This design comes from an exercise in tuning for small area, a short achievable clock period and few clock cycles per item on the open sky130 flow, not from production work. In this exercise RTL edits were held to simulation tests only and were not proved equivalent to the original.

==> inputs of trial 46 <==
Design sin, start of the top module:
module sin (
    input  logic        clk,
    input  logic        rst_n,
    input  logic [15:0] x,
    input  logic        start,
    output logic [15:0] result,
    output logic        done
);
Settings: LEC_CHECK=0, CAP_MARGIN=20, CORE_MARGIN=2, CORE_UTILIZATION=40, SETUP_SLACK_MARGIN=4.5, SLEW_MARGIN=20; clock period 9.5 ns.
run.sh (not shown) runs the stock make flow with config.mk's settings and CLKGATE_MAP_FILE= SYNTH_SCRIPT=/design/flow/synth_recipe.tcl, a recipe that flattens the netlist after the stock synthesis.
==> trial 84 (differences from trial 46) <==
--- a/flow/config.mk
+++ b/flow/config.mk
@@ -10,3 +10,3 @@
 export CORE_UTILIZATION = 40
-export SETUP_SLACK_MARGIN = 4.5
+export SETUP_SLACK_MARGIN = 3.0
 export SLEW_MARGIN = 20
==> trial 8 (differences from trial 46) <==
--- a/flow/config.mk
+++ b/flow/config.mk
@@ -9,4 +9,4 @@
 export CORE_MARGIN = 2
-export CORE_UTILIZATION = 40
-export SETUP_SLACK_MARGIN = 4.5
+export CORE_UTILIZATION = 65
+export SETUP_SLACK_MARGIN = 3.5
 export SLEW_MARGIN = 20
==> qor.yml <==
skew_ns: 0.0109
design_area_mm2: 0.0135
signal_buffer_area_fraction_pct: 4.61
core_area_mm2: 0.0306
postLayoutCoreUtil_pct: 44.2
multi_input_area_share_pct: 66.1
dieWidth_um: 180
run_status: "timing/DRC/antenna clean"
worst_r2r_path_depth: 19
That was trial 84.
==> qor.yml <==
largest_register_ff_count: 16
core_area_mm2: 0.0188
htree_levels: 3
dieWidth_um: 142
cts-hold-fix-buffers: 0
run_status: "timing/DRC/antenna clean"
hold_ws_ns: 0.472
design_area_mm2: 0.0140
grt.busiest_layer: "met2"
skew_ns: 0.00831
postLayoutCoreUtil_pct: 74.5
That was trial 8.
==> qor.yml <==
layout_common_cells: "sky130_fd_sc_hd__inv_1 (238), sky130_fd_sc_hd__fa_1 (145), sky130_fd_sc_hd__ha_1 (101), sky130_fd_sc_hd__buf_4 (98), sky130_fd_sc_hd__a22oi_1 (83)"
design_area_mm2: 0.0154
tap-cell-count: 396
worst_r2r_path_depth: 23
worstPathArrival_ns: 5.63
multi_input_area_share_pct: 62.9
max_slew_margin_pct: 30.8
run_status: "timing/DRC/antenna clean"
skew_ns: 0.00544
signal_buffer_area_fraction_pct: 11.2
clock_sinks: 76
That was trial 46.
Testbench counts of trial 46, summed over its fixed seeds: cycles 1,920, items 384.
Testbench counts of trial 84, summed over its fixed seeds: cycles 1,920, items 384.
Testbench counts of trial 8, summed over its fixed seeds: cycles 1,920, items 384.

* * *

==> sierra: inputs <==
Another version of the RTL of sin (not shown whole).
==> module sin, before the edit <==
module sin (
    input  logic        clk,
    input  logic        rst_n,
    input  logic [15:0] x,
    input  logic        start,
    output logic [15:0] result,
    output logic        done
);
logic [4:1]  st;
logic [14:0] ra, rx, bnext;
logic [7:0]  b_one, b_two, n_one, n_two;
logic [6:0]  b_neg, n_neg;
logic [12:0] t1;
logic [15:0] acc, p, m3;
logic [2:0]  m3r;
always_ff @(posedge clk or negedge rst_n) begin
    if (!rst_n) begin
        st <= 4'b0000;
    end else begin
        st <= {st[3:1], done & start};
    end
end
assign done = ~|st;
sin_coeff_lut lut (.x(x[14:0]), .m3(m3));
assign acc = st[4] ? result : 16'h0000;
sin_datapath datapath (.ma(ra), .b_one(b_one), .b_two(b_two), .b_neg(b_neg), .acc(acc), .p(p),
                       .a(ra), .t1(t1));
always_comb begin
    if (st[1])      bnext = {2'b00, t1};
    else if (st[2]) bnext = 15'h0666;
    else if (done)  bnext = x[14:0];
    else            bnext = rx;
end
sin_booth_enc enc (.b(bnext), .one(n_one), .two(n_two), .neg(n_neg));
always_ff @(posedge clk) begin
    ra    <= done ? x[14:0] : p[14:0];
    b_one <= n_one;
    b_two <= n_two;
    b_neg <= n_neg;
    m3r   <= m3[2:0];
end
always_ff @(posedge clk) begin
    if (done) begin
        if (start) result <= {1'b0, x[14:0]};
    end
    if (st[1]) rx <= p[14:0];
    if (st[3]) result <= result - {1'b0, ra} - {13'b0, m3r};
    if (st[4]) result <= p;
end
endmodule
==> flow/config.mk <==
export PLATFORM = sky130hd
export DESIGN_NAME = sin
export DESIGN_NICKNAME = sin
export VERILOG_FILES = /design/flow/design.v
export SDC_FILE = /design/flow/constraint.sdc
export NUM_CORES = 4
export LEC_CHECK = 0
export CAP_MARGIN = 20
export CORE_MARGIN = 2
export CORE_UTILIZATION = 40
export CTS_BUF_LIST = sky130_fd_sc_hd__clkbuf_4 sky130_fd_sc_hd__clkbuf_8
export SETUP_SLACK_MARGIN = 3.5
export SLEW_MARGIN = 20
export SYNTH_HIERARCHICAL = 1
export SYNTH_MINIMUM_KEEP_SIZE = 0
==> flow/constraint.sdc <==
create_clock -name core_clock -period 9.5 [get_ports {clk}]
set_input_delay 1.9000 -clock core_clock [delete_from_list [all_inputs] [get_ports {clk}]]
set_output_delay 1.9000 -clock core_clock [all_outputs]
set_load 0.01 [all_outputs]
==> juniper (differences from sierra) <==
--- a/flow/design.v
+++ b/flow/design.v
@@ -568,7 +568,7 @@
     output logic        done
 );
 logic [4:1]  st;
-logic [14:0] ra, rx, bnext;
+logic [14:0] ra, bnext;
 logic [7:0]  b_one, b_two, n_one, n_two;
 logic [6:0]  b_neg, n_neg;
 logic [12:0] t1;
@@ -590,7 +590,7 @@
     if (st[1])      bnext = {2'b00, t1};
     else if (st[2]) bnext = 15'h0666;
     else if (done)  bnext = x[14:0];
-    else            bnext = rx;
+    else            bnext = result[14:0];
 end
 sin_booth_enc enc (.b(bnext), .one(n_one), .two(n_two), .neg(n_neg));
 always_ff @(posedge clk) begin
@@ -601,12 +601,8 @@
     m3r   <= m3[2:0];
 end
 always_ff @(posedge clk) begin
-    if (done) begin
-        if (start) result <= {1'b0, x[14:0]};
-    end
-    if (st[1]) rx <= p[14:0];
-    if (st[3]) result <= result - {1'b0, ra} - {13'b0, m3r};
-    if (st[4]) result <= p;
+    if (st[1] | st[4]) result <= p;
+    if (st[3])         result <= {1'b0, x[14:0]} - {1'b0, ra} - {13'b0, m3r};
 end
 endmodule
 module sin_booth_enc (
CTS_BUF_LIST = not set   (was sky130_fd_sc_hd__clkbuf_4 sky130_fd_sc_hd__clkbuf_8)
SETUP_SLACK_MARGIN = 4.5   (was 3.5)
==> flow_summary.yaml <==
floorplanning:
  fp.dieArea_um2: 32300
  start_util_pct: 40.5
outcome:
  status: "finished clean"
synthesis:
  synth.cell_area_um2: 12300
  syn_avg_cell_area_um2: 9.67
cells_and_area:
  regArea_um2: 1870
  nets: 1553
detailed_routing:
  wl_um: 35200
  vias: 9716
  first_pass_iters: 6
placed_design:
  post-place-ws_ps: 3450
clocking:
  root_buffer: "clkbuf_8"
setup_path:
  crit-reg2reg-launch: "b_one[3]$_DFF_P_"
Source of the figures above: sierra

==> flow_summary.yaml <==
clocking:
  root_buffer: "clkbuf_16"
setup_path:
  crit-reg2reg-launch: "ra[11]$_DFF_P_"
synthesis:
  synth.cell_area_um2: 11800
outcome:
  status: "finished clean"
cells_and_area:
  nets: 1568
  regArea_um2: 1520
detailed_routing:
  vias: 9693
  first_pass_iters: 8
  wl_um: 36600
placed_design:
  post-place-ws_ps: 3780
floorplanning:
  fp.dieArea_um2: 30900
Source of the figures above: juniper

Testbench counts of sierra, summed over its fixed seeds: cycles 1,920, items 384.
Testbench counts of juniper, summed over its fixed seeds: cycles 1,920, items 384.

static timing again, ports no longer ideal:
The results above use ideal ports. As a check the final layouts listed here were re-extracted and re-timed, cells and wires unchanged. Step 1 (the two cells are an assumption about what drives the block):
set clk [get_ports {clk}]
set_driving_cell -lib_cell sky130_fd_sc_hd__clkbuf_16 $clk
set_driving_cell -lib_cell sky130_fd_sc_hd__buf_2 [delete_from_list [all_inputs] $clk]
Step 2 also shifts input and output timing later by t, the mid clock arrival at the registers, as if the neighbouring blocks saw the same clock. Slacks: ideal ports / drivers / drivers and shift; pairs: ideal ports / drivers.
| run | t (ns) | slack for setup (ns) | latest minus earliest clock arrival (ns) |
|---|---|---|---|
| trial 46 | 0.377 | 3.962 / 3.962 / 3.962 | 0.005 / 0.005 |
| trial 84 | 0.370 | 3.293 / 3.293 / 3.293 | 0.011 / 0.011 |
| trial 8 | 0.390 | 3.645 / 3.645 / 3.645 | 0.008 / 0.008 |
| sierra | 0.413 | 3.720 / 3.720 / 3.720 | 0.017 / 0.017 |
| juniper | 0.371 | 4.495 / 4.495 / 4.495 | 0.008 / 0.009 |
After both steps setup and hold are still met in every run listed.
